From an optimization exercise on the open Yosys and OpenROAD flow, aimed at small area and a short achievable clock period; shortcuts taken in it are not production practice.
In this exercise RTL edits were held to simulation tests only and were not proved equivalent to the original.
Power and IR drop assume default switching activity.

## PPCPU
module PPCPU (
    input Clk,
    input Clrn,
    output [31:0] imem_addr,
    input  [31:0] imem_data,
    output        dmem_we,
    output        dmem_re,
    output [31:0] dmem_addr,
    output [31:0] dmem_wdata,
    input  [31:0] dmem_rdata,
    output        wb_we,
    output [ 4:0] wb_rw,
    output [31:0] wb_data
);
Size in the first run: ~4100 cells after synthesis, roughly 1400 flip-flops, about 56000 um^2 of cells after synthesis.
export LEC_CHECK = 0
export CAP_MARGIN = 20
export CORE_MARGIN = 2
export CORE_UTILIZATION = 45
export CTS_BUF_LIST = sky130_fd_sc_hd__clkbuf_16
export CTS_CLUSTER_DIAMETER = 100
export CTS_CLUSTER_SIZE = 24
export SLEW_MARGIN = 20
export SYNTH_HIERARCHICAL = 1
create_clock -name core_clock -period 13.0 [get_ports {Clk}]
standard.sh (not shown) runs the stock make flow with config.mk's settings and CLKGATE_MAP_FILE= SYNTH_SCRIPT=/design/flow/synth_recipe.tcl, a recipe that flattens the netlist after the stock synthesis.
==> flow/flow/run.sh <==
#!/bin/bash
# Layout flow: the standard ORFS flow (standard.sh, synthesis unchanged)
# with a setup-slack margin so that timing repair aims below the clock
# period, and plain buf_2 cells as the port buffers. The clock period and
# all constraints are the standard flow's own.
export SETUP_SLACK_MARGIN=9
export BUFFER_PORTS_ARGS="-buffer_cell sky130_fd_sc_hd__buf_2"
bash standard.sh > standard.log 2>&1
Edit:
--- a/flow/design.v
+++ b/flow/design.v
@@ -1007,22 +1007,20 @@
     output [31:0] dmem_addr,
     output [31:0] dmem_wdata,
     input  [31:0] dmem_rdata,
     output        wb_we,
     output [ 4:0] wb_rw,
     output [31:0] wb_data
 );
   reg  [31:2] if_pc;
   reg  [31:0] if_inst;
   reg  [31:0] id_inst;
-  reg  [3:0]  id_rsh, id_rth;
-  reg  [7:0]  id_rsl, id_rtl;
   reg         stall_r;   
   reg         stall_rr;  
   reg  [31:0] ex_a, ex_b;
   reg  [15:0] ex_imm;
   reg         ex_immhi;
   reg  [31:2] ex_tgt;
   reg  [ 4:0] ex_rw;
   reg ex_regwr, ex_lw, ex_sw, ex_br, ex_j;
   reg ex_alusrc, ex_fma, ex_fmb;
   reg ex_alusrc_h, ex_fma_h, ex_fmb_h, ex_sub_h, ex_sum_h, ex_or_h, ex_tsel_h;
@@ -1054,22 +1052,22 @@
   wire d_extop  = d_addiu | d_lw | d_sw;
   wire [2:0] aluctr_r = {!fn[2] & fn[1],
                          fn[3] & !fn[2] & fn[1],
                          !fn[3] & !fn[2] & !fn[0] | !fn[2] & fn[1] & !fn[0]};
   wire [2:0] aluctr = d_r ? aluctr_r : {d_beq, d_ori, 1'b0};
   wire [31:1] sel_a, sel_b;
   wire [31:0] rf_a, rf_b;
   genvar gr, gb;
   generate
     for (gr = 1; gr < 32; gr = gr + 1) begin : g_dec
-      assign sel_a[gr] = id_rsh[gr / 8] & id_rsl[gr % 8];
-      assign sel_b[gr] = id_rth[gr / 8] & id_rtl[gr % 8];
+      assign sel_a[gr] = id_rs == gr;
+      assign sel_b[gr] = id_rt == gr;
     end
     for (gb = 0; gb < 32; gb = gb + 1) begin : g_rd
       wire [31:1] col;
       for (gr = 1; gr < 32; gr = gr + 1) begin : g_col
         assign col[gr] = rf[gr][gb];
       end
       pp_rdmux u_a (.s(sel_a), .d(col), .y(rf_a[gb]));
       pp_rdmux u_b (.s(sel_b), .d(col), .y(rf_b[gb]));
     end
   endgenerate
@@ -1107,24 +1105,20 @@
       if_pc   <= 30'd0;
       if_inst <= 32'd0;
     end else begin
       if (!(stall_n | stall_r)) if_pc <= mem_pcsrc ? mem_alu[31:2] : if_pc + 30'd1;
       if (!stall_n) if_inst <= imem_data;
     end
   end
   always @(posedge Clk) begin
     stall_r <= stall_n;
     id_inst <= flush ? 32'd0 : if_inst;
-    id_rsh  <= flush ? 4'd1 : (4'd1 << if_inst[25:24]);
-    id_rsl  <= flush ? 8'd1 : (8'd1 << if_inst[23:21]);
-    id_rth  <= flush ? 4'd1 : (4'd1 << if_inst[20:19]);
-    id_rtl  <= flush ? 8'd1 : (8'd1 << if_inst[18:16]);
     stall_rr <= stall_r;
     if (flush | stall_r) begin
       ex_regwr <= 1'b0;
       ex_lw    <= 1'b0;
       ex_sw    <= 1'b0;
       ex_br    <= 1'b0;
       ex_j     <= 1'b0;
     end else begin
       ex_regwr <= d_regwr;
       ex_lw    <= d_lw;
Result:
- The new run finished clean
- wire length falls by 3.4%
- global-route usage went down by 1.1 points
- synthesized area drops by 0.39%
- count of clock-buffer cells in the layout fell by 8
- final area grows by 0.30%
- combinational power grows by 18%
- clock power is lower by 8.6%
- power rises by 1.2%
- worst hold slack improves by 18 ps
- register-to-register slack gains 160 ps
- non-clock buffer count goes up by 58
- setup slack is better by 19 ps
- cell count increases by 1.2%

---

Another version of the RTL of PPCPU (not shown whole).
Size in the first run: about 200 I/O pins.
==> flow/config.mk <==
export PLATFORM = sky130hd
export DESIGN_NAME = PPCPU
export DESIGN_NICKNAME = PPCPU
export VERILOG_FILES = /design/flow/design.v
export SDC_FILE = /design/flow/constraint.sdc
export NUM_CORES = 4
export LEC_CHECK = 0
export CAP_MARGIN = 5
export CORE_MARGIN = 2
export CORE_UTILIZATION = 45
export CTS_BUF_LIST = sky130_fd_sc_hd__clkbuf_16
export CTS_CLUSTER_DIAMETER = 100
export CTS_CLUSTER_SIZE = 24
export SLEW_MARGIN = 5
export SYNTH_HIERARCHICAL = 1
==> flow/constraint.sdc <==
create_clock -name core_clock -period 13.0 [get_ports {Clk}]
set_input_delay 2.6000 -clock core_clock [delete_from_list [all_inputs] [get_ports {Clk}]]
set_output_delay 2.6000 -clock core_clock [all_outputs]
set_load 0.01 [all_outputs]
Scripts as last shown in full above: flow/flow/run.sh
Rerun with:
--- a/flow/design.v
+++ b/flow/design.v
@@ -1007,41 +1007,39 @@
     output [31:0] dmem_addr,
     output [31:0] dmem_wdata,
     input  [31:0] dmem_rdata,
     output        wb_we,
     output [ 4:0] wb_rw,
     output [31:0] wb_data
 );
   reg  [31:2] if_pc;
   reg  [31:0] if_inst;
   reg  [31:0] id_inst;
-  reg  [3:0]  id_rsh, id_rth;
-  reg  [7:0]  id_rsl, id_rtl;
   reg         stall_r;   
   reg         stall_rr;  
   reg  [31:0] ex_a, ex_b;
   reg  [15:0] ex_imm;
   reg         ex_immhi;
   reg  [31:2] ex_tgt;
   reg  [ 4:0] ex_rw;
   reg ex_regwr, ex_lw, ex_sw, ex_br, ex_j;
   reg ex_alusrc, ex_fma;
   reg ex_alusrc_h, ex_fma_h, ex_sum_h, ex_or_h, ex_tsel_h;
   reg ex_bm, ex_bmi, ex_bsr, ex_bm_h, ex_bmi_h, ex_br_h;
   reg ex_sub, ex_or, ex_slt, ex_sig, ex_ovc, ex_sum, ex_tsel;
   reg  [31:0] mem_alu, mem_sd;
   reg  [ 4:0] mem_rw;
   reg mem_regwr, mem_lw, mem_sw, mem_pcsrc, mem_ov;
   reg  [31:0] wr_data;
   reg  [ 4:0] wr_rw;
   reg         wr_we;
-  reg  [31:0] rf [1:31];
+  wire [31:0] rf [1:31];
   wire flush = !Clrn | mem_pcsrc;
   wire [31:0] wrdata_n = mem_lw ? dmem_rdata : mem_alu;
   wire        mem_we_eff = mem_regwr & ~mem_ov;
   wire [5:0] op = id_inst[31:26];
   wire [5:0] fn = id_inst[5:0];
   wire [4:0] id_rs = id_inst[25:21];
   wire [4:0] id_rt = id_inst[20:16];
   wire [4:0] id_rd = id_inst[15:11];
   wire d_r     = op == 6'b000000;
   wire d_ori   = op == 6'b001101;
@@ -1055,22 +1053,22 @@
   wire d_extop  = d_addiu | d_lw | d_sw;
   wire [2:0] aluctr_r = {!fn[2] & fn[1],
                          fn[3] & !fn[2] & fn[1],
                          !fn[3] & !fn[2] & !fn[0] | !fn[2] & fn[1] & !fn[0]};
   wire [2:0] aluctr = d_r ? aluctr_r : {d_beq, d_ori, 1'b0};
   wire [31:1] sel_a, sel_b;
   wire [31:0] rf_a, rf_b;
   genvar gr, gb;
   generate
     for (gr = 1; gr < 32; gr = gr + 1) begin : g_dec
-      assign sel_a[gr] = id_rsh[gr / 8] & id_rsl[gr % 8];
-      assign sel_b[gr] = id_rth[gr / 8] & id_rtl[gr % 8];
+      assign sel_a[gr] = id_rs == gr;
+      assign sel_b[gr] = id_rt == gr;
     end
     for (gb = 0; gb < 32; gb = gb + 1) begin : g_rd
       wire [31:1] col;
       for (gr = 1; gr < 32; gr = gr + 1) begin : g_col
         assign col[gr] = rf[gr][gb];
       end
       pp_rdmux u_a (.s(sel_a), .d(col), .y(rf_a[gb]));
       pp_rdmux u_b (.s(sel_b), .d(col), .y(rf_b[gb]));
     end
   endgenerate
@@ -1137,24 +1135,20 @@
       if_pc   <= 30'd0;
       if_inst <= 32'd0;
     end else begin
       if (!(stall_n | stall_r)) if_pc <= mem_pcsrc ? mem_alu[31:2] : if_pc + 30'd1;
       if (!stall_n) if_inst <= imem_data;
     end
   end
   always @(posedge Clk) begin
     stall_r <= Clrn & stall_n;
     id_inst <= flush ? 32'd0 : if_inst;
-    id_rsh  <= flush ? 4'd1 : (4'd1 << if_inst[25:24]);
-    id_rsl  <= flush ? 8'd1 : (8'd1 << if_inst[23:21]);
-    id_rth  <= flush ? 4'd1 : (4'd1 << if_inst[20:19]);
-    id_rtl  <= flush ? 8'd1 : (8'd1 << if_inst[18:16]);
     stall_rr <= stall_r;
     if (flush | stall_r) begin
       ex_regwr <= 1'b0;
       ex_lw    <= 1'b0;
       ex_sw    <= 1'b0;
       ex_br    <= 1'b0;
       ex_j     <= 1'b0;
     end else begin
       ex_regwr <= d_regwr;
       ex_lw    <= d_lw;
@@ -1199,22 +1193,35 @@
       mem_sw    <= ex_sw;
       mem_pcsrc <= ex_j | (ex_br & eq);
     end
     mem_alu <= result;
     mem_ov  <= ex_ovc & of;
     mem_rw  <= ex_rw;
     mem_sd  <= (mem_we_eff & (mem_rw == ex_rw) & (mem_rw != 5'd0)) ? wrdata_n : ex_b;
     wr_we   <= Clrn & mem_we_eff;
     wr_rw   <= mem_rw;
     wr_data <= wrdata_n;
-    if (wr_we && wr_rw != 5'd0) rf[wr_rw] <= wr_data;
   end
+  genvar gw, gwb;
+  generate
+    for (gw = 1; gw < 32; gw = gw + 1) begin : g_rf
+      reg  [31:0] row;
+      wire [31:0] row_n;
+      wire        we   = wr_we & (wr_rw == gw);
+      wire        we_n = ~we;
+      for (gwb = 0; gwb < 32; gwb = gwb + 1) begin : g_bit
+        pp_a22o u (.a1(we), .b1(wr_data[gwb]), .a2(we_n), .b2(row[gwb]), .y(row_n[gwb]));
+      end
+      always @(posedge Clk) row <= row_n;
+      assign rf[gw] = row;
+    end
+  endgenerate
   assign imem_addr  = {if_pc, 2'b00};
   assign dmem_we    = mem_sw;
   assign dmem_re    = mem_lw;
   assign dmem_addr  = mem_alu;
   assign dmem_wdata = mem_sd;
   assign wb_we      = wr_we;
   assign wb_rw      = wr_rw;
   assign wb_data    = wr_data;
 endmodule
 module pp_rdmux (
@@ -1248,10 +1255,13 @@
 endmodule
 module pp_nand4 (input a, b, c, d, output y);
   assign y = ~(a & b & c & d);
 endmodule
 module pp_or3 (input a, b, c, output y);
   assign y = a | b | c;
 endmodule
 module pp_xor2 (input a, b, output y);
   assign y = a ^ b;
 endmodule
+module pp_a22o (input a1, b1, a2, b2, output y);
+  assign y = (a1 & b1) | (a2 & b2);
+endmodule
Result: The new run produced a clean layout; via count increases by about a fifth; power decreases by a quarter to a third; setup slack degrades by 0.075 ns; sequential cell count decreases by 24; worst hold slack improves by 0.037 ns; global-route usage increases by 6.3 points; design area decreases slightly; sequential share of layout area decreases by 16 points; area after synthesis decreases by a few percent; clock power decreases by a few percent; core utilization increases by 0.64 points; fmax decreases slightly; wire length increases by about a fifth.

---

PPCPU, a different RTL version from the one above (not shown whole).
Size: about 1400 flip-flops, roughly 55000 sq um of cells after synthesis.
Settings: LEC_CHECK=0, CAP_MARGIN=20, CORE_MARGIN=2, CORE_UTILIZATION=45, CTS_BUF_LIST=sky130_fd_sc_hd__clkbuf_16, CTS_CLUSTER_DIAMETER=100, CTS_CLUSTER_SIZE=24, SLEW_MARGIN=20, SYNTH_HIERARCHICAL=1; clock period 13.0 ns.
Scripts as last shown in full above: flow/flow/run.sh
Rerun with:
--- a/flow/design.v
+++ b/flow/design.v
@@ -1028,19 +1028,19 @@
   reg ex_alusrc_h, ex_fma_h, ex_sum_h, ex_or_h, ex_tsel_h;
   reg ex_bm, ex_bmi, ex_bsr, ex_bm_h, ex_bmi_h, ex_br_h;
   reg ex_sub, ex_or, ex_slt, ex_sig, ex_ovc, ex_sum, ex_tsel;
   reg  [31:0] mem_alu, mem_sd;
   reg  [ 4:0] mem_rw;
   reg mem_regwr, mem_lw, mem_sw, mem_pcsrc, mem_ov;
   reg  [31:0] wr_data;
   reg  [ 4:0] wr_rw;
   reg         wr_we;
-  reg  [31:0] rf [1:31];
+  wire [31:0] rf [1:31];
   wire flush = !Clrn | mem_pcsrc;
   wire [31:0] wrdata_n = mem_lw ? dmem_rdata : mem_alu;
   wire        mem_we_eff = mem_regwr & ~mem_ov;
   wire [5:0] op = id_inst[31:26];
   wire [5:0] fn = id_inst[5:0];
   wire [4:0] id_rs = id_inst[25:21];
   wire [4:0] id_rt = id_inst[20:16];
   wire [4:0] id_rd = id_inst[15:11];
   wire d_r     = op == 6'b000000;
@@ -1077,19 +1077,19 @@
   wire fm_a = ex_regwr & (ex_rw == id_rs);
   wire fm_b = ex_regwr & (ex_rw == id_rt);
   wire fw_a = mem_we_eff & (mem_rw == id_rs);
   wire fw_b = mem_we_eff & (mem_rw == id_rt);
   wire        held = stall_r | stall_rr;
   wire [32:2] id_btgt_x = {if_pc, held} + {14'd0, id_inst[15:0], held};
   wire [31:2] id_btgt = id_btgt_x[32:3];
   wire [31:28] id_pc4_hi = if_pc[31:28] + {3'd0, held & (&if_pc[27:2])};
   wire [31:2] id_tgt  = d_j ? {id_pc4_hi, id_inst[25:0]} : id_btgt;
-  wire stall_n = !flush & !stall_r & d_lw &
+  wire stall_n = !mem_pcsrc & !stall_r & d_lw &
                  ((id_rt == if_inst[25:21]) | (id_rt == if_inst[20:16]));
   wire [31:0] alu_a;
   wire [31:0] alu_bx;
   assign alu_a[15:0]  = ex_fma ? mem_alu[15:0] : ex_a[15:0];
   assign alu_a[31:16] = ex_fma_h ? mem_alu[31:16] : ex_a[31:16];
   wire [31:0] bs_imm = {{16{ex_alusrc_h}}, {16{ex_alusrc}}};
   wire [31:0] bs_m   = {{16{ex_bm_h}}, {16{ex_bm}}};
   wire [31:0] bs_mi  = {{16{ex_bmi_h}}, {16{ex_bmi}}};
   wire [31:0] bs_r   = {{16{ex_br_h}}, {16{ex_bsr}}};
@@ -1136,19 +1136,19 @@
     if (!Clrn) begin
       if_pc   <= 30'd0;
       if_inst <= 32'd0;
     end else begin
       if (!(stall_n | stall_r)) if_pc <= mem_pcsrc ? mem_alu[31:2] : if_pc + 30'd1;
       if (!stall_n) if_inst <= imem_data;
     end
   end
   always @(posedge Clk) begin
-    stall_r <= stall_n;
+    stall_r <= Clrn & stall_n;
     id_inst <= flush ? 32'd0 : if_inst;
     id_rsh  <= flush ? 4'd1 : (4'd1 << if_inst[25:24]);
     id_rsl  <= flush ? 8'd1 : (8'd1 << if_inst[23:21]);
     id_rth  <= flush ? 4'd1 : (4'd1 << if_inst[20:19]);
     id_rtl  <= flush ? 8'd1 : (8'd1 << if_inst[18:16]);
     stall_rr <= stall_r;
     if (flush | stall_r) begin
       ex_regwr <= 1'b0;
       ex_lw    <= 1'b0;
@@ -1200,20 +1200,33 @@
       mem_pcsrc <= ex_j | (ex_br & eq);
     end
     mem_alu <= result;
     mem_ov  <= ex_ovc & of;
     mem_rw  <= ex_rw;
     mem_sd  <= (mem_we_eff & (mem_rw == ex_rw) & (mem_rw != 5'd0)) ? wrdata_n : ex_b;
     wr_we   <= Clrn & mem_we_eff;
     wr_rw   <= mem_rw;
     wr_data <= wrdata_n;
-    if (wr_we && wr_rw != 5'd0) rf[wr_rw] <= wr_data;
   end
+  genvar gw, gwb;
+  generate
+    for (gw = 1; gw < 32; gw = gw + 1) begin : g_rf
+      reg  [31:0] row;
+      wire [31:0] row_n;
+      wire        we   = wr_we & (wr_rw == gw);
+      wire        we_n = ~we;
+      for (gwb = 0; gwb < 32; gwb = gwb + 1) begin : g_bit
+        pp_a22o u (.a1(we), .b1(wr_data[gwb]), .a2(we_n), .b2(row[gwb]), .y(row_n[gwb]));
+      end
+      always @(posedge Clk) row <= row_n;
+      assign rf[gw] = row;
+    end
+  endgenerate
   assign imem_addr  = {if_pc, 2'b00};
   assign dmem_we    = mem_sw;
   assign dmem_re    = mem_lw;
   assign dmem_addr  = mem_alu;
   assign dmem_wdata = mem_sd;
   assign wb_we      = wr_we;
   assign wb_rw      = wr_rw;
   assign wb_data    = wr_data;
 endmodule
@@ -1249,9 +1262,12 @@
 module pp_nand4 (input a, b, c, d, output y);
   assign y = ~(a & b & c & d);
 endmodule
 module pp_or3 (input a, b, c, output y);
   assign y = a | b | c;
 endmodule
 module pp_xor2 (input a, b, output y);
   assign y = a ^ b;
 endmodule
+module pp_a22o (input a1, b1, a2, b2, output y);
+  assign y = (a1 & b1) | (a2 & b2);
+endmodule
=>
- The changed run finished clean
- critical path depth stays the same
- sequential power goes down by about a fifth
- global-route usage climbs by 5.6 points
- setup slack loses 5.9 ps
- wire length grows by about a fifth
- final area falls by a few percent
- first-iteration DRC count grows by roughly a tenth
- via count goes up by about a fifth
- non-clock buffer count rises by 6
- clock power hardly moves

separate check: timing with driven ports:
In the flow no input, the clock included, has a driving cell. The finished layouts below were timed again as built, in two steps. Step 1, drivers: a clkbuf_16 drives Clk and a buf_2 each remaining input, both assumed. Step 2, shift: input delay + t, output delay - t, t = (earliest + latest rising clock arrival at the registers) / 2. This alone moves slack from input paths to output paths. Slacks: no drivers / after step 1 / after step 2; pairs: no drivers / after step 1.
run | t (ns) | setup WS [ns] | hold slack, ns | worst setup path at the end
the first run of note 1 | 0.742 | 9.003 / 8.928 / 8.344 | 0.423 / 0.423 / 0.423 | input to register
the second run of note 1 | 0.803 | 9.022 / 8.944 / 8.422 | 0.441 / 0.441 / 0.441 | input to register
the first run of note 2 | 0.746 | 9.013 / 8.941 / 8.627 | 0.394 / 0.394 / 0.394 | input to register
the second run of note 2 | 0.764 | 8.938 / 8.938 / 8.931 | 0.431 / 0.431 / 0.431 | input to register
the first run of note 3 | 0.778 | 9.019 / 8.948 / 8.349 | 0.406 / 0.406 / 0.406 | input to register
the second run of note 3 | 0.762 | 9.013 / 8.939 / 8.806 | 0.428 / 0.428 / 0.428 | input to register
After both steps setup and hold are still met in every run listed. The setup slack of the first run of note 3, which loses most, moves by -0.071 ns with the drivers and by -0.670 ns with both steps.
